This design comes from an exercise in tuning for small area on the open sky130 flow, not from production work. Only simulation tests tie the RTL to the original design; equivalence was not proved. Power is estimated from default activity; no workload was simulated.

==> 01-12 <==
Design simd_proc, start of the top module:
module simd_proc (
    input  logic         clk,
    input  logic         rstn,
    input  logic         start,
    output logic         stop,
    output logic [10:0]  instr_addr,
    input  logic [15:0]  instr_dout,
    output logic         instr_en,
    output logic [3:0]   mat_a_addr,
    input  logic [511:0] mat_a_dout,
    output logic         mat_a_en,
    output logic [3:0]   mat_b_addr,
    input  logic [511:0] mat_b_dout,
    output logic         mat_b_en,
    output logic [3:0]   mat_res_addr,
    output logic [511:0] mat_res_din,
    output logic         mat_res_en
);
localparam logic [3:0] LOAD_A = 4'd1, LOAD_B = 4'd2, ADD = 4'd3, SUB = 4'd4,
                       MUL = 4'd5, DOT = 4'd6, BRES1 = 4'd7, BRES2 = 4'd8,
                       STORE = 4'd9, STOP = 4'd10;
wire [3:0] iop = instr_dout[3:0];
wire       clear = !rstn || start;
logic [10:0] pc;
logic        running;
always_ff @(posedge clk) begin
    if (!rstn) begin
        pc <= '0;
        running <= 1'b0;
    end else if (running) begin
        if (iop == STOP) begin
            pc <= '0;
            running <= 1'b0;
        end else begin
            pc <= pc + 11'd1;
        end
    end else if (start) begin
        pc <= '0;
        running <= 1'b1;
    end
end
assign instr_addr = pc;
assign instr_en   = 1'b1;
assign mat_a_en   = (iop == LOAD_A);
assign mat_a_addr = instr_dout[7:4];
assign mat_b_en   = (iop == LOAD_B);
assign mat_b_addr = instr_dout[7:4];
logic op_mul, op_add, op_sub, op_br1, op_br2, op_st, op_sp;
always_ff @(posedge clk) begin
    if (clear) begin
        {op_mul, op_add, op_sub, op_br1, op_br2, op_st, op_sp} <= '0;
    end else begin
        op_mul <= (iop == MUL) || (iop == DOT);
        op_add <= (iop == ADD);
        op_sub <= (iop == SUB);
        op_br1 <= (iop == BRES1);
        op_br2 <= (iop == BRES2);
        op_st  <= (iop == STORE);
        op_sp  <= (iop == STOP);
    end
end
logic [3:0] waddr;
always_ff @(posedge clk) begin
    if (iop == STORE) waddr <= instr_dout[7:4];
end
logic d0_br1, d0_br2, d0_st, d0_sp;
logic d1_br1, d1_br2, d1_st, d1_sp;
logic d2_br1, d2_br2, d2_st, d2_sp;
logic d3_br2, d3_st, d3_sp;
always_ff @(posedge clk) begin
    if (clear) begin
  ...
export LEC_CHECK = 0
export CAP_MARGIN = 30
export CORE_MARGIN = 2
export CORE_UTILIZATION = 55
export PLACE_DENSITY = 0.68
export SLEW_MARGIN = 30
create_clock -name core_clock -period 12.0 [get_ports {clk}]
standard.sh (not shown) runs the stock make flow with config.mk's settings and CLKGATE_MAP_FILE= SYNTH_SCRIPT=/design/flow/synth_recipe.tcl, a recipe that flattens the netlist after the stock synthesis.
==> flow/flow/run.sh <==
#!/bin/bash
# Own flow: the standard layout (standard.sh: the standard ORFS synthesis
# and layout), with three changes:
#  1. After the standard synthesis, flow/invopt.py removes inverters around
#     full-adder cells: a full adder is self-dual, so an adder whose inputs
#     and outputs are all inverted is the same adder without the inverters.
#  2. flow/remap.sh then maps the combinational cells again with ABC for area
#     (flow/abc_area.script: amap, then ABC's timing-driven buffering and
#     sizing).  Flip-flops, full/half adders and the tie cell stay as they
#     are, with the same instance names, so every register keeps its name and
#     its cell.
#  3. The buffer global placement puts on every input and output port is the
#     platform's buf_1 instead of the clkdlybuf4s50_1 that buffer_ports picks
#     when given no cell.
# Each tool's output goes to a log of its own here: synth.log (synthesis),
# invopt.log, remap.log (Yosys/ABC), checknet.log, standard.log (the rest of
# ORFS); each
# ORFS step also keeps its own log under orfs/logs/.
set -euo pipefail
cd "$(dirname "$0")/.."
R=orfs/results/sky130hd/simd_proc/base
bash standard.sh synth > synth.log 2>&1
cp "$R/1_2_yosys.v" "$R/1_2_yosys.standard.v"
python3 flow/invopt.py "$R/1_2_yosys.standard.v" "$R/1_2_yosys.invopt.v" > invopt.log 2>&1 \
  || cp "$R/1_2_yosys.standard.v" "$R/1_2_yosys.invopt.v"
# use the re-mapped netlist only if it keeps every flip-flop as it was
if bash flow/remap.sh "$R/1_2_yosys.invopt.v" "$R/1_2_yosys.remap.v" "$PWD/remap.log" "$PWD/flow/abc_area.script" \
    && python3 flow/checknet.py "$R/1_2_yosys.standard.v" "$R/1_2_yosys.remap.v" > checknet.log 2>&1; then
  cp "$R/1_2_yosys.remap.v" "$R/1_2_yosys.v"
else
  echo "remap not used" >> checknet.log
  cp "$R/1_2_yosys.invopt.v" "$R/1_2_yosys.v"
fi
rm -f "$R/1_synth.odb" "$R/1_synth.sdc"
export BUFFER_PORTS_ARGS="-buffer_cell sky130_fd_sc_hd__buf_1"
bash standard.sh > standard.log 2>&1
==> flow/flow/abc_area.script <==
strash
dch
amap
topo
stime -c
buffer -c
upsize -c
dnsize -c
==> flow/flow/checknet.py <==
#!/usr/bin/env python3
"""Check that netlist B keeps netlist A's flip-flops (same instance names and
cell types) and holds only platform cells.  Exit 1 if not.
usage: checknet.py A.v B.v"""
import re, sys
def cells(path):
    txt = open(path).read()
    if re.search(r'^\s*\\?\$', txt, re.M):
        return None
    return re.findall(r'^[ \t]*([A-Za-z_\\][^ \t(]*)[ \t]+([^ \t(]+)[ \t]*\([ \t]*$', txt, re.M)
a, b = cells(sys.argv[1]), cells(sys.argv[2])
if a is None or b is None:
    sys.exit('generic cells left')
ffa = sorted((n, t) for t, n in a if 'df' in t)
ffb = sorted((n, t) for t, n in b if 'df' in t)
bad = [t for t, n in b if t not in ('module',) and not t.startswith('sky130_fd_sc_hd__') and t not in ('input', 'output', 'wire', 'assign')]
if ffa != ffb:
    sys.exit(f'flip-flops differ: {len(ffa)} vs {len(ffb)}')
if bad:
    sys.exit(f'unexpected cells: {sorted(set(bad))[:5]}')
print(f'ok: {len(ffb)} flip-flops kept, {len(b)} cells')
==> flow/flow/remap.sh <==
#!/bin/bash
# Re-map the combinational cells of a gate netlist for area (ABC amap), keeping
# every flip-flop, full/half-adder and tie cell as it is (same instance names).
# usage: remap.sh IN.v OUT.v LOG SCRIPT
set -euo pipefail
IN=$1; OUT=$2; LOG=$3; SCRIPT=$4
LIB=${FLOW_HOME:-/OpenROAD-flow-scripts/flow}/platforms/sky130hd/lib/sky130_fd_sc_hd__tt_025C_1v80.lib
YOSYS=$(command -v yosys || echo ${FLOW_HOME:-/OpenROAD-flow-scripts/flow}/../tools/install/yosys/bin/yosys)
YS=$(mktemp --suffix=.ys -p "$(dirname "$OUT")")
cat > "$YS" <<EOT
read_liberty -ignore_miss_func $LIB
setattr -mod -set keep_hierarchy 1 sky130_fd_sc_hd__fa_1 sky130_fd_sc_hd__ha_1 sky130_fd_sc_hd__dfxtp_1 sky130_fd_sc_hd__edfxtp_1 sky130_fd_sc_hd__conb_1
read_verilog $IN
hierarchy -top simd_proc
flatten
opt_clean -purge simd_proc
abc -script $SCRIPT -liberty $LIB -dont_use sky130_fd_sc_hd__probe_p_8 -dont_use sky130_fd_sc_hd__probec_p_8 -dont_use sky130_fd_sc_hd__lpflow_bleeder_1 -dont_use sky130_fd_sc_hd__lpflow_clkbufkapwr_1 -dont_use sky130_fd_sc_hd__lpflow_clkbufkapwr_16 -dont_use sky130_fd_sc_hd__lpflow_clkbufkapwr_2 -dont_use sky130_fd_sc_hd__lpflow_clkbufkapwr_4 -dont_use sky130_fd_sc_hd__lpflow_clkbufkapwr_8 -dont_use sky130_fd_sc_hd__lpflow_clkinvkapwr_1 -dont_use sky130_fd_sc_hd__lpflow_clkinvkapwr_16 -dont_use sky130_fd_sc_hd__lpflow_clkinvkapwr_2 -dont_use sky130_fd_sc_hd__lpflow_clkinvkapwr_4 -dont_use sky130_fd_sc_hd__lpflow_clkinvkapwr_8 -dont_use sky130_fd_sc_hd__lpflow_decapkapwr_12 -dont_use sky130_fd_sc_hd__lpflow_decapkapwr_3 -dont_use sky130_fd_sc_hd__lpflow_decapkapwr_4 -dont_use sky130_fd_sc_hd__lpflow_decapkapwr_6 -dont_use sky130_fd_sc_hd__lpflow_decapkapwr_8 -dont_use sky130_fd_sc_hd__lpflow_inputiso0n_1 -dont_use sky130_fd_sc_hd__lpflow_inputiso0p_1 -dont_use sky130_fd_sc_hd__lpflow_inputiso1n_1 -dont_use sky130_fd_sc_hd__lpflow_inputiso1p_1 -dont_use sky130_fd_sc_hd__lpflow_inputisolatch_1 -dont_use sky130_fd_sc_hd__lpflow_isobufsrc_1 -dont_use sky130_fd_sc_hd__lpflow_isobufsrc_16 -dont_use sky130_fd_sc_hd__lpflow_isobufsrc_2 -dont_use sky130_fd_sc_hd__lpflow_isobufsrc_4 -dont_use sky130_fd_sc_hd__lpflow_isobufsrc_8 -dont_use sky130_fd_sc_hd__lpflow_isobufsrckapwr_16 -dont_use sky130_fd_sc_hd__lpflow_lsbuf_lh_hl_isowell_tap_1 -dont_use sky130_fd_sc_hd__lpflow_lsbuf_lh_hl_isowell_tap_2 -dont_use sky130_fd_sc_hd__lpflow_lsbuf_lh_hl_isowell_tap_4 -dont_use sky130_fd_sc_hd__lpflow_lsbuf_lh_isowell_4 -dont_use sky130_fd_sc_hd__lpflow_lsbuf_lh_isowell_tap_1 -dont_use sky130_fd_sc_hd__lpflow_lsbuf_lh_isowell_tap_2 -dont_use sky130_fd_sc_hd__lpflow_lsbuf_lh_isowell_tap_4  -D 12000 simd_proc
opt_clean -purge simd_proc
setundef -zero simd_proc
splitnets simd_proc
opt_clean -purge simd_proc
hilomap -singleton -hicell sky130_fd_sc_hd__conb_1 HI -locell sky130_fd_sc_hd__conb_1 LO simd_proc
insbuf -buf sky130_fd_sc_hd__buf_1 A X simd_proc
select -module simd_proc
write_verilog -selected -noattr -nohex -nodec $OUT
select -clear
tee -o $OUT.stat stat -liberty $LIB simd_proc
EOT
"$YOSYS" -q -l "$LOG" "$YS" > /dev/null
rm -f "$YS"
Other scripts of this flow, unchanged in this note and not shown: flow/flow/invopt.py
==> 11-27 (differences from 01-12) <==
==> flow/flow/run.sh (replaced) <==
#!/bin/bash
# Own flow: the standard layout (standard.sh: the standard ORFS synthesis
# and layout), with two changes:
#  1. After the standard synthesis, flow/invopt.py removes inverters around
#     full-adder cells: a full adder is self-dual, so an adder whose inputs
#     and outputs are all inverted is the same adder without the inverters.
#     Only combinational cells change; every register keeps its name and cell.
#  2. The buffer global placement puts on every input and output port is the
#     platform's buf_1 instead of the clkdlybuf4s50_1 that buffer_ports picks
#     when given no cell.
# Each tool's output goes to a log of its own here: synth.log (synthesis),
# invopt.log, standard.log (the rest of ORFS); each ORFS step also keeps its
# own log under orfs/logs/.
set -euo pipefail
cd "$(dirname "$0")/.."
R=orfs/results/sky130hd/simd_proc/base
bash standard.sh synth > synth.log 2>&1
cp "$R/1_2_yosys.v" "$R/1_2_yosys.standard.v"
python3 flow/invopt.py "$R/1_2_yosys.standard.v" "$R/1_2_yosys.v" > invopt.log 2>&1
rm -f "$R/1_synth.odb" "$R/1_synth.sdc"
export BUFFER_PORTS_ARGS="-buffer_cell sky130_fd_sc_hd__buf_1"
bash standard.sh > standard.log 2>&1
CAP_MARGIN = 20   (was 30)
SLEW_MARGIN = 20   (was 30)
removed: flow/flow/abc_area.script
removed: flow/flow/checknet.py
removed: flow/flow/remap.sh
==> notes <==
Between 11-27 and 01-12, the lower setup slack is in 01-12 (gap 0.93 ns). In sequential cell count, 11-27 and 01-12 do not differ. In 11-27 the final cell count is smaller than in 01-12, by about 6%. Against 01-12, the register-to-register slack of 11-27 is higher by 1.0 ns. Against 11-27, the synthesized area of 01-12 is smaller by 4.8%. In 01-12 the first-iteration DRC count is higher than in 11-27, by about 56%. Count of clock-buffer cells in the layout: 11-27 is higher than 01-12 (24). Against 01-12, the sequential power of 11-27 is lower by 4.5%. Against 11-27, the power of 01-12 is larger by 2.4%.

re-timing with driven ports:
Ports are ideal in the flow. The routed layouts listed here were re-timed in OpenROAD.
Step 1: set_driving_cell puts a clkbuf_16 on clk and a buf_2 on each other input, an assumption about the parent block.
Step 2 times the ports against the registers' clock, not the clock port: input delays grow and output delays shrink by t, the midpoint of the rising clock arrivals with the driver on.
a / b / c = ideal ports / drivers / drivers and shift; a / b = the first two.
run	t, ns	setup WS [ns]	hold slack, ns	worst setup path at the end
01-12	0.964	0.332 / 0.332 / -0.417	0.241 / 0.241 / 0.241	input to register
11-27	0.939	1.262 / 1.333 / 0.394	0.305 / 0.305 / 0.305	input to register
Met with ideal ports but missed after step 2: setup timing in 01-12. The setup slack of 11-27, which loses most, moves by +0.071 ns with the drivers and by -0.868 ns with both steps.
